This is an optimization exercise on Yosys and OpenROAD, whose aim is small area, a short achievable clock period and few clock cycles per item, not a production implementation.
Function not checked in this run: the RTL went through the layout flow alone.
No activity file was given, so power comes from the tool's default toggle rates.

## flow/design.v

```verilog
module mips_div64(
  input  logic         clk,
  input  logic         reset,
  input  logic [63:0]  srcA,
  input  logic [63:0]  srcB,
  input  logic [4:0]   rob_ptr_in,
  input  logic [1:0]   hilo_prf_ptr_in,
  input  logic         is_signed_div,
  input  logic         start_div,
  output logic [127:0] y,
  output logic [4:0]   rob_ptr_out,
  output logic [1:0]   hilo_prf_ptr_out,
  output logic         ready,
  output logic         complete
);
   localparam integer LG_G = 2;
   localparam integer G = 1 << LG_G;
   localparam integer DW = 66 + G - 1;
   localparam logic [1:0] IDLE = 2'd0, SETUP = 2'd1, ITER = 2'd2, DONE = 2'd3;
   logic [1:0]    r_state;
   logic [64:0]   r_R;        
   logic [DW-1:0] r_D;        
   logic [63:0]   r_Q;        
   logic [7:0]    r_k;        
   logic [5:0]    r_cnt;
   logic          r_negA, r_qneg, r_zf, r_bz;
   logic [4:0]    r_rob;
   logic [1:0]    r_hilo;
   function automatic logic [6:0] clz64(input logic [63:0] x);
      logic [31:0] z1, c1;
      logic [15:0] z2; logic [31:0] c2;
      logic [7:0]  z3; logic [23:0] c3;
      logic [3:0]  z4; logic [15:0] c4;
      logic [1:0]  z5; logic [9:0]  c5;
      logic        z6; logic [5:0]  c6;
      for (int i = 0; i < 32; i++) begin
         z1[i] = ~(x[2*i+1] | x[2*i]);
         c1[i] = ~x[2*i+1];
      end
      for (int i = 0; i < 16; i++) begin
         z2[i] = z1[2*i+1] & z1[2*i];
         c2[2*i +: 2] = z1[2*i+1] ? {1'b1, c1[2*i]} : {1'b0, c1[2*i+1]};
      end
      for (int i = 0; i < 8; i++) begin
         z3[i] = z2[2*i+1] & z2[2*i];
         c3[3*i +: 3] = z2[2*i+1] ? {1'b1, c2[4*i +: 2]} : {1'b0, c2[4*i+2 +: 2]};
      end
      for (int i = 0; i < 4; i++) begin
         z4[i] = z3[2*i+1] & z3[2*i];
         c4[4*i +: 4] = z3[2*i+1] ? {1'b1, c3[6*i +: 3]} : {1'b0, c3[6*i+3 +: 3]};
      end
      for (int i = 0; i < 2; i++) begin
         z5[i] = z4[2*i+1] & z4[2*i];
         c5[5*i +: 5] = z4[2*i+1] ? {1'b1, c4[8*i +: 4]} : {1'b0, c4[8*i+4 +: 4]};
      end
      z6 = z5[1] & z5[0];
      c6 = z5[1] ? {1'b1, c5[4:0]} : {1'b0, c5[9:5]};
      clz64 = z6 ? 7'd64 : {1'b0, c6};
   endfunction
   logic       sA, sB, qn, bz;
   logic [6:0] lsA, lsB, lsB63;
   assign sA  = is_signed_div & srcA[63];
   assign sB  = is_signed_div & srcB[63];
   assign qn  = sA ^ sB;
   assign bz  = ~|srcB;
   assign lsA = clz64(srcA ^ {64{sA}});
   assign lsB = clz64(srcB ^ {64{sB}});
   assign lsB63 = lsB[6] ? 7'd63 : lsB;
   logic [DW-1:0] d_lv [LG_G:6];
   logic          fill;
   assign fill = ~r_qneg;
   assign d_lv[LG_G] = r_D;
   for (genvar l = LG_G; l < 6; l++) begin : g_sh
      assign d_lv[l+1] = r_k[l] ? {d_lv[l][DW-1-(1<<l):0], {(1<<l){fill}}} : d_lv[l];
   end
   logic [DW-1:0] sum;
   logic          acc;
   assign sum = {{(DW-65){r_R[64]}}, r_R} + r_D + {{(DW-1){1'b0}}, ~r_qneg};
   assign acc = sum[DW-1] ^ ~r_negA;
   logic exit_now;
   assign exit_now = r_bz | r_k[7];
   always_ff @(posedge clk) begin
      if (reset) begin
         r_state <= IDLE;
      end else begin
         case (r_state)
           IDLE:  if (start_div) r_state <= SETUP;
           SETUP: r_state <= exit_now ? IDLE : ITER;
           ITER:  if (r_cnt == 6'd0) r_state <= DONE;
           DONE:  r_state <= IDLE;
         endcase
      end
   end
   always_ff @(posedge clk) begin
      case (r_state)
        IDLE: begin
           if (start_div) begin
              r_R    <= {sA, srcA};
              r_D    <= {{(DW-64-G+1){sB}}, srcB, {(G-1){1'b0}}} ^ {DW{~qn}};
              r_Q    <= {64{qn ^ bz}};
              r_k    <= {1'b0, lsB63} - {1'b0, lsA} + {7'd0, sA};
              r_negA <= sA;
              r_qneg <= qn;
              r_zf   <= 1'b0;
              r_bz   <= bz;
              r_rob  <= rob_ptr_in;
              r_hilo <= hilo_prf_ptr_in;
           end
        end
        SETUP: begin
           r_D   <= d_lv[6];
           r_cnt <= r_k[5:0] | (G - 1);
        end
        ITER: begin
           if (acc) r_R <= sum[64:0];
           r_Q   <= {r_Q[62:0], acc ^ r_qneg};
           r_D   <= {r_D[DW-1], r_D[DW-1:1]};
           r_cnt <= r_cnt - 6'd1;
           if (r_negA && (sum == '0)) r_zf <= 1'b1;
        end
        default: ;
      endcase
   end
   assign complete         = (r_state == DONE) | ((r_state == SETUP) & exit_now);
   assign ready            = (r_state == IDLE) & ~start_div;
   assign y[127:64]        = r_R[63:0] & {64{~r_zf}};
   assign y[63:0]          = r_Q + {63'd0, r_qneg ^ r_zf};
   assign rob_ptr_out      = r_rob;
   assign hilo_prf_ptr_out = r_hilo;
endmodule
```

## flow/run.sh

```bash
#!/bin/bash
# synth_recipe.tcl (not shown) runs the flow's synth.tcl, then flattens the netlist and writes it again
# the make line also repeats each setting of config.mk as NAME=value (left out here)
make -C /OpenROAD-flow-scripts/flow DESIGN_CONFIG=/design/flow/config.mk WORK_HOME=/design/flow/orfs CLKGATE_MAP_FILE= SYNTH_SCRIPT=/design/flow/synth_recipe.tcl finish
```

## flow/config.mk

```make
export PLATFORM = sky130hd
export DESIGN_NAME = mips_div64
export DESIGN_NICKNAME = mips_div64
export VERILOG_FILES = /design/flow/design.v
export SDC_FILE = /design/flow/constraint.sdc
export NUM_CORES = 4
export LEC_CHECK = 0
export CAP_MARGIN = 20
export CORE_MARGIN = 2
export CORE_UTILIZATION = 40
export SLEW_MARGIN = 20
```

## flow/constraint.sdc

```tcl
create_clock -name core_clock -period 4.0 [get_ports {clk}]
set_input_delay 0.8000 -clock core_clock [delete_from_list [all_inputs] [get_ports {clk}]]
set_output_delay 0.8000 -clock core_clock [all_outputs]
set_load 0.01 [all_outputs]
```

==> metrics.md <==
| Metric | Value |
|---|---|
| Top cells by area, synth | `edfxtp_1, xnor2_1, a21oi_1` |
| Worst Setup Start Kind | `flip-flop` |
| Clk buf depth | `3` |
| Post-synth top area cell | `edfxtp_1` |
| RSZ-0062 raised after global routing | `true` |
| Num rows | `85` |
| Post-placement cell area | `approximately 30000 µm²` |
| Vias | `24700` |
| Htree depth | `1` |
| Core Region | `53800 µm²` |
| Synth warn | `2` |
| Port Buffers | `275` |
| Final WS setup | `-0.586 ns` |
| WL final | `96600 µm` |
| N_diodes | `0` |
| Crit path max fanout | `3` |
| CP required | `4.31 ns` |
| CTS tree | `yes` |
| CP Capture Type | `flip-flop` |
| Ports | `276` |
| Register area share after synthesis | `30.5%` |
| Clock Tree Root | `clkbuf_16` |
| Pwr dens | `about 520 nW/µm²` |
| Placer Congestion | `1.02` |
| Routed WL per cell | `23.0 µm` |
| Synth cell types | `89` |
| Vias/cell | `5.87` |
| Fin area | `32200 µm²` |
| Slew HR | `a little under a quarter` |
| Global Route Usage Sum | `32.8%` |
| Layout Check Failures | `setup timing` |
| # Max-Cap Violations | `0` |
| Share of the synthesized area in the top cell type | `a little under a third` |
| Drt first pass iters | `7` |
| TritonCTS Buffers | `30` |
| Period minus WS final | `between 4 and 5 ns` |
| DRC viols | `0` |
| Clock sinks | `roughly 220` |
| Share of layout cells above drive strength 1 | `30.3%` |
| VDD IR-drop max | `approximately 0.43 mV` |
| Final Max Slew Viols | `0` |
| First-pass GRT wire length | `143000 µm` |
| Routed Antenna Nets | `0` |
| Avg Inst Size Synth | `8.27 µm²` |
| Hold path depth | `1` |
| Static leakage | `around 14 nW` |
| Post-synth EDFFs | `220` |
| Ys async rst share | `0%` |
| Die Ht | `about 240 µm` |
| Crit path arrival time | `4.89 ns` |
| Clock Skew | `0.0184 ns` |
| CTS clock-pin slew for the worst setup and hold paths | `0.06 ns` |
| Most common library cells after synthesis | `nand2_1, a21oi_1, edfxtp_1` |
| DR iter-0 viols | `2296` |
| Layout Area Growth over Synthesis | `48.1%` |
| Effective utilization at floorplan | `40.4%` |
| Pin count of the biggest net entering global routing | `88` |
| Width of the die | `237 µm` |
| Syn Inst Count | `2633` |
| Die area | `roughly 56000 µm²` |
| Clk Latency, worst-skew pair | `0.62 ns` |
| Top-count cell post-synth | `nand2_1` |
| Reg-to-reg startpoint | `r_qneg` |
| Nets | `3716` |
| Worst hold slack | `between 0.5 and 0.6 ns` |
| Max Fclk | `0.218 GHz` |
| Measured slew at the worst slew-check pin | `about 1.1 ns` |
| Dominant synthesized flop cell | `edfxtp_1` |
| Post-Syn Nets | `2862` |
| Hpwl dp | `76400 µm` |
| R2r endpoint | `r_zf` |
| Cts hold-fix bufs | `0` |
| Critical path class | `flip-flop to flip-flop` |
| Reg2reg path depth | `18` |
| # setup viols final | `93` |
| Synth Cell Area | `21800 µm²` |
| Hold WC Path Type | `flip-flop to flip-flop` |
| Min-delay src | `r_Q[0]` |
| Initial antenna violation count | `1` |
| Seq cells post-synth | `between 200 and 250` |
| Period utilisation layout | `115%` |
| Vias in the first global route | `23600` |
| Total grt overflow | `0` |
| Worst R2R Setup Slack | `-0.59 ns` |
| Status | `complete, but fails checks` |
| Fillcell total | `roughly 4800` |
| WHS Endpoint | `r_Q[1]` |
| Final hold vios | `0` |
## worst max path at each step
stage,to,startpoint
2_1_floorplan,r_R[0],r_D[0]
3_3_place_gp,r_k[7],srcB[63]
3_5_place_dp,r_k[7],is_signed_div
4_1_cts,r_zf,r_D[0]
5_1_grt,r_zf,r_D[0]
6_report,r_zf,r_qneg
## routing by layer
layer	track usage (%)	routed length, µm	up-vias
met5	0	0	-
met4	11.7	4090	0
met3	4.47	7470	202
met2	53.2	43900	1090
met1	44.8	41100	11800
li1	-	-	11600
## power by group
group	total, mW	internal (mW)	switching [mW]
combinational	10.2	4.76	5.44
clock	2.60	1.44	1.16
sequential	3.83	3.20	0.638
## registers in the layout, indices dropped and copies added (netlist names), named ones only
signal and count:
r_rob 5, r_Q 64, r_negA 1, r_zf 1, r_k 5, r_qneg 1
r_bz 1, r_hilo 2, r_cnt 6, r_state 1, r_D 69, r_R 65
## what timing repair did
item,in CTS,in global routing
setup buffers,29,13
pin swaps,49,54
gates resized for setup,252,142
setup endpoints to repair,117,119
cloned,3,1
## area by class of cell
type                       count  area (µm²)  area share, %
multi-input combinational   2180       15200           47.2
timing repair buffer         995        8350           25.9
sequential                   222        6650           20.6
tap                          696         871           2.70
clock buffer                  34         766           2.38
inverter                      58         220          0.683
clock inverter                21         166          0.516
## cell families after synthesis
| group | count (synthesis) | synth area share, % |
|---|---|---|
| compound gates | 788 | 23.3 |
| xor+xnor | 193 | 7.86 |
| fa+ha+maj | 90 | 5.24 |
| buf+inv | 231 | 4.08 |
| flops | 222 | 30.5 |
| mux | 125 | 6.94 |
| simple gates | 984 | 22.0 |
## critical path, stage by stage (launching register included)
cell and delay (ns):
edfxtp_1 0.41, buf_6 0.16, fa_2 0.36, inv_2 0.07
fa_2 0.20, a21o_1 0.18, a221oi_4 0.10, or3b_4 0.41
and3_4 0.19, xnor2_1 0.16, a211o_1 0.26, or4_4 0.43
nor4_2 0.23, buf_4 0.17, nand4_1 0.20, nor4_2 0.21
buf_4 0.16, nand4b_1 0.11, o31ai_2 0.26
## metrics by stage
stage	util [%]	std cells	TNS, ns	setup WS [ns]	total power [mW]
after CTS	58.9	4196	-36.18	-0.552	16.3
after floorplan	-	2633	-32.97	-0.502	8.39
after global placement	55.9	4108	-40.43	-1.38	13.4
final	59.9	4206	-40.05	-0.586	16.6
after detailed placement	55.9	4109	-39.53	-1.49	13.5
after global routing	59.9	4206	-51.90	-0.734	17.4
## cells in the final DEF (no fill, tap or decap), types with 26 or more instances in the layout
master / instances
o221ai_1: 59
nor2_1: 201
clkbuf_16: 31
a21o_1: 87
mux2_2: 67
a21oi_1: 217
nand2_1: 292
nor2b_1: 94
buf_2: 32
inv_1: 50
clkdlybuf4s50_1: 195
mux2i_1: 44
ha_1: 78
o21ai_0: 169
buf_4: 684
nand4_1: 44
nor3_1: 53
or3_1: 26
xnor2_1: 133
nand3_1: 73
xor2_1: 36
edfxtp_1: 220
and3_1: 37

-- separate check: timing with driven ports --
Ports are ideal in the flow. The routed layout listed here was re-timed in OpenROAD. Step 1 assumes that a clkbuf_16 drives the clock port and a buf_2 every other input. Step 2 adds t to the input delays and takes it off the output delays; t is the mean of the earliest and latest rising clock arrival at the registers after step 1. Input paths then give back, and output paths get back, about the clock's delay inside the block. a / b / c = ideal ports / drivers / drivers and shift; a / b = the first two.
shift t [ns]: 0.666
slack for setup (ns): -0.586 / -0.586 / -0.717
hold slack, ns: 0.571 / 0.571 / 0.571
worst setup path after step 2: input to register
latest minus earliest clock arrival (ns): 0.018 / 0.018
For this run, drivers alone change the setup slack by 0.000 ns; drivers and shift together by -0.131 ns.
